From an optimization exercise on the open Yosys and OpenROAD flow, aimed at small area and a short achievable clock period; shortcuts taken in it are not production practice. At most, simulation tests tie the RTL to the original design; equivalence was not proved. Power is estimated from default activity; no workload was simulated.

== oak ==
==> module Microprocessor, before the edit <==
module Microprocessor(
    output mem_write,
    output mem_read,
    output reg_write,
    output [1:0]op,
    output [6:0]reg_num,
    output [6:0]pc_high,
    output [6:0]pc_low,
    output [7:0]instruction_address,
    output [6:0]rwd_1,
    output [6:0]rwd_0,
    output [1:0]r_symbol,
    input oscillator,
    input reset,
    input [7:0]instruction
    );
    reg [7:0] pc;
    reg [7:0] r [0:3];
    reg [1:0] opc;         
    reg [6:0] pch_q, pcl_q, rw1_q, rw0_q, rn_q;
    wire [1:0] op_i = instruction[7:6];
    wire [1:0] sa   = instruction[5:4];
    wire [1:0] sb   = instruction[3:2];
    wire [7:0] ra = r[sa];
    wire [7:0] rb = r[sb];
    wire [9:0] qd [0:3];
    genvar k, n;
    generate
        for (k = 0; k < 4; k = k + 1) begin : rq
            assign qd[k][0] = (r[k][7:2] == 6'd63);
            for (n = 1; n < 10; n = n + 1) begin : d
                assign qd[k][n] = (r[k][7:2] == n - 1);
            end
        end
    endgenerate
    wire [9:0] qs = qd[sa];
    wire [1:0] l  = ra[1:0];
    wire       b0p = (l == 2'd3);
    wire       b2m = (l == 2'd0);
    wire       b3m = ~l[1];
    wire [7:0] rs [0:3];
    generate
        for (n = 0; n < 8; n = n + 1) begin : rsel
            assign rs[0][n] = b0p ? qs[n]   : qs[n+1];
            assign rs[1][n] = qs[n+1];
            assign rs[2][n] = b2m ? qs[n+2] : qs[n+1];
            assign rs[3][n] = b3m ? qs[n+2] : qs[n+1];
        end
    endgenerate
    wire [1:0] bk = l + instruction[1:0];
    wire [3:0] bs = 4'b0001 << bk;
    wire       st = (op_i == 2'b10);
    wire [7:0] bd [0:3];            
    generate
        for (k = 0; k < 4; k = k + 1) begin : bank
            wire [7:0] acc [0:8];
            assign acc[0] = 8'd0;
            for (n = 0; n < 8; n = n + 1) begin : row
                localparam integer A = 4 * n + k;
                reg [7:0] w;
                always @(posedge oscillator or posedge reset)
                    if (reset)
                        w <= (A < 16) ? A : 16 - A;
                    else if (st && bs[k] && rs[k][n])
                        w <= rb;
                assign acc[n+1] = acc[n] | ({8{rs[k][n]}} & w);
            end
            assign bd[k] = acc[8];
        end
    endgenerate
    wire [7:0] rdata = ({8{bs[0]}} & bd[0]) | ({8{bs[1]}} & bd[1]) |
                       ({8{bs[2]}} & bd[2]) | ({8{bs[3]}} & bd[3]);
    wire [7:0] g0 = ra & rb;
    wire [7:0] p0 = ra ^ rb;
    wire [7:0] g1, p1, g2, p2, g3;
    generate
        for (n = 0; n < 8; n = n + 1) begin : pfx
            if (n >= 1) begin : l1
                assign g1[n] = g0[n] | (p0[n] & g0[n-1]);
                assign p1[n] = p0[n] & p0[n-1];
            end else begin : l1z
                assign g1[n] = g0[n];
                assign p1[n] = p0[n];
            end
            if (n >= 2) begin : l2
                assign g2[n] = g1[n] | (p1[n] & g1[n-2]);
                assign p2[n] = p1[n] & p1[n-2];
            end else begin : l2z
                assign g2[n] = g1[n];
                assign p2[n] = p1[n];
            end
            if (n >= 4) begin : l3
                assign g3[n] = g2[n] | (p2[n] & g2[n-4]);
            end else begin : l3z
                assign g3[n] = g2[n];
            end
        end
    endgenerate
    wire [7:0] sum = p0 ^ {g3[6:0], 1'b0};
    wire [7:0] wdata = instruction[6] ? rdata : sum;
    wire [1:0] wsel  = instruction[6] ? sb : instruction[1:0];
    wire       wen   = ~instruction[7];
    wire [7:0] pc_p1 = pc + 8'd1;
    wire [7:0] pc_p2 = {pc[7:1] + 7'd1, pc[0]};
    wire [7:0] pc_m1 = pc - 8'd1;
    reg  [7:0] pc_next;
    always @(*) begin
        if (op_i != 2'b11)
            pc_next = pc_p1;
        else case (instruction[1:0])
            2'b00: pc_next = pc_p1;
            2'b01: pc_next = pc_p2;
            2'b10: pc_next = pc_m1;
            default: pc_next = pc;
        endcase
    end
    wire [6:0] pch_d, pcl_d, rw1_d, rw0_d, rn_d;
    Console c_pch (pch_d, pc_next[7:4], 1'b0);
    Console c_pcl (pcl_d, pc_next[3:0], 1'b0);
    Console c_rwd1(rw1_d, wdata[7:4],   ~wen);
    Console c_rwd0(rw0_d, wdata[3:0],   ~wen);
    Console c_rn  (rn_d,  {2'b00, wsel}, ~wen);
    always @(posedge oscillator or posedge reset) begin
        if (reset) begin
            pc <= 8'd0;
            r[0] <= 8'd0; r[1] <= 8'd0; r[2] <= 8'd0; r[3] <= 8'd0;
            pch_q <= 7'h3F; pcl_q <= 7'h3F;                
            rw1_q <= 7'h40; rw0_q <= 7'h40; rn_q <= 7'h40;  
        end else begin
            pc <= pc_next;
            if (wen) r[wsel] <= wdata;
            pch_q <= pch_d; pcl_q <= pcl_d;
            rw1_q <= rw1_d; rw0_q <= rw0_d; rn_q <= rn_d;
        end
    end
    always @(posedge oscillator)
        opc <= op_i;
    assign pc_high   = pch_q;
    assign pc_low    = pcl_q;
    assign rwd_1     = rw1_q;
    assign rwd_0     = rw0_q;
    assign reg_num   = rn_q;
    assign instruction_address = pc;
    assign op        = opc;
    assign mem_write = (opc == 2'b10);
    assign mem_read  = (opc == 2'b01);
    assign reg_write = ~opc[1];
    assign r_symbol  = 2'b11;
endmodule
export LEC_CHECK = 0
export ABC_AREA = 1
export CAP_MARGIN = 20
export CORE_MARGIN = 2
export CORE_UTILIZATION = 55
export SETUP_SLACK_MARGIN = 2.5
export SLEW_MARGIN = 20
create_clock -name core_clock -period 6.0 [get_ports {oscillator}]
run.sh (not shown) runs the stock make flow with config.mk's settings and CLKGATE_MAP_FILE= SYNTH_SCRIPT=/design/flow/synth_recipe.tcl, a recipe that flattens the netlist after the stock synthesis.
Input-level comparison between pine and oak:
-- flow/design.v --
<<< oak, line 41
    reg [7:0] pc;
    reg [7:0] r [0:3];
    reg [1:0] opc;         
    reg [6:0] pch_q, pcl_q, rw1_q, rw0_q, rn_q;
    wire [1:0] op_i = instruction[7:6];
    wire [1:0] sa   = instruction[5:4];
>>> pine, line 41
    reg [7:0] pc;
    reg [7:0] r [0:3];
    reg       valid;       
    reg [1:0] opc;         
    reg [1:0] rn;          
    reg [7:0] disp;        
    wire [1:0] op_i = instruction[7:6];
    wire [1:0] sa   = instruction[5:4];
<<< oak, line 139
        endcase
    end
    wire [6:0] pch_d, pcl_d, rw1_d, rw0_d, rn_d;
    Console c_pch (pch_d, pc_next[7:4], 1'b0);
    Console c_pcl (pcl_d, pc_next[3:0], 1'b0);
    Console c_rwd1(rw1_d, wdata[7:4],   ~wen);
    Console c_rwd0(rw0_d, wdata[3:0],   ~wen);
    Console c_rn  (rn_d,  {2'b00, wsel}, ~wen);
    always @(posedge oscillator or posedge reset) begin
        if (reset) begin
            pc <= 8'd0;
            r[0] <= 8'd0; r[1] <= 8'd0; r[2] <= 8'd0; r[3] <= 8'd0;
            pch_q <= 7'h3F; pcl_q <= 7'h3F;                
            rw1_q <= 7'h40; rw0_q <= 7'h40; rn_q <= 7'h40;  
        end else begin
            pc <= pc_next;
            if (wen) r[wsel] <= wdata;
            pch_q <= pch_d; pcl_q <= pcl_d;
            rw1_q <= rw1_d; rw0_q <= rw0_d; rn_q <= rn_d;
        end
    end
    always @(posedge oscillator)
        opc <= op_i;
    assign pc_high   = pch_q;
    assign pc_low    = pcl_q;
    assign rwd_1     = rw1_q;
    assign rwd_0     = rw0_q;
    assign reg_num   = rn_q;
    assign instruction_address = pc;
    assign op        = opc;
>>> pine, line 141
        endcase
    end
    always @(posedge oscillator or posedge reset) begin
        if (reset) begin
            pc <= 8'd0;
            r[0] <= 8'd0; r[1] <= 8'd0; r[2] <= 8'd0; r[3] <= 8'd0;
            valid <= 1'b0;
        end else begin
            pc <= pc_next;
            if (wen) r[wsel] <= wdata;
            valid <= wen;
        end
    end
    always @(posedge oscillator) begin
        opc  <= op_i;
        rn   <= wsel;
        disp <= wdata;
    end
    Console c_rwd1(rwd_1,   disp[7:4], ~valid);
    Console c_rwd0(rwd_0,   disp[3:0], ~valid);
    Console c_pch (pc_high, pc[7:4],   1'b0);
    Console c_pcl (pc_low,  pc[3:0],   1'b0);
    Console c_rn  (reg_num, {2'b00, rn}, ~valid);
    assign instruction_address = pc;
    assign op        = opc;
### Flow results
- pine was carried through to the last stage, and its layout satisfied the timing, DRC and antenna checks.
- On worst setup slack: pine sits above oak.
- The cell at the slowest stage of the critical path comes out dfrtp_2 in one run and o21bai_4 in the other, namely in pine and oak respectively.
- Sequential share of layout area ended up 0.59 points higher on pine than on oak.
- Worst setup slack before clock tree synthesis: pine better than oak
- Taking pine as 1.0, oak lands at 1.3 on net switching power.
- Comparing pine and oak, the higher mean routed wirelength per cell is on pine.
- Comparing pine and oak, critical path depth is lower on pine.
- Estimated wirelength of the detail-placed design, pine and oak: larger value in oak
- On starting density of the core, pine tracks oak almost exactly.
- Taking oak as the reference point, the design area of pine falls by about 9%.
- In pine, the proportion of power drawn by the clock network came out 4.6 points above the value in oak.
- Synthesis left pine with fewer flip-flops than oak.
- Diff pine and oak: met3 routing resource usage after global routing higher in oak
- pine vs oak — average vias per placed instance climbed by a few percent
The RTL of oak was laid out without a check of its function.

[port drivers added, routing unchanged]
Ports are ideal in the flow. The routed layouts listed here were re-timed in OpenROAD.
Step 1 (the two cells are an assumption about what drives the block):
set clk [get_ports {oscillator}]
set_driving_cell -lib_cell sky130_fd_sc_hd__clkbuf_16 $clk
set_driving_cell -lib_cell sky130_fd_sc_hd__buf_2 [delete_from_list [all_inputs] $clk]
Step 2, shift: input delay + t, output delay - t, t = (earliest + latest rising clock arrival at the registers) / 2. This alone moves slack from input paths to output paths.
a / b / c = ideal / step 1 / step 2; a / b = the first two.
| run | t (ns) | setup WS [ns] | hold WS [ns] | latest minus earliest clock arrival (ns) | pins driven straight from the clock port |
|---|---|---|---|---|---|
| oak | 0.589 | 2.384 / 2.392 / 1.804 | 0.472 / 0.472 / 0.472 | 0.022 / 0.021 | 1 |
| pine | 0.568 | 2.493 / 2.438 / 2.092 | 0.485 / 0.485 / 0.485 | 0.020 / 0.021 | 1 |
After both steps every run listed still meets setup and hold. For oak, which loses most, drivers alone change the setup slack by +0.008 ns; drivers and shift together by -0.580 ns.
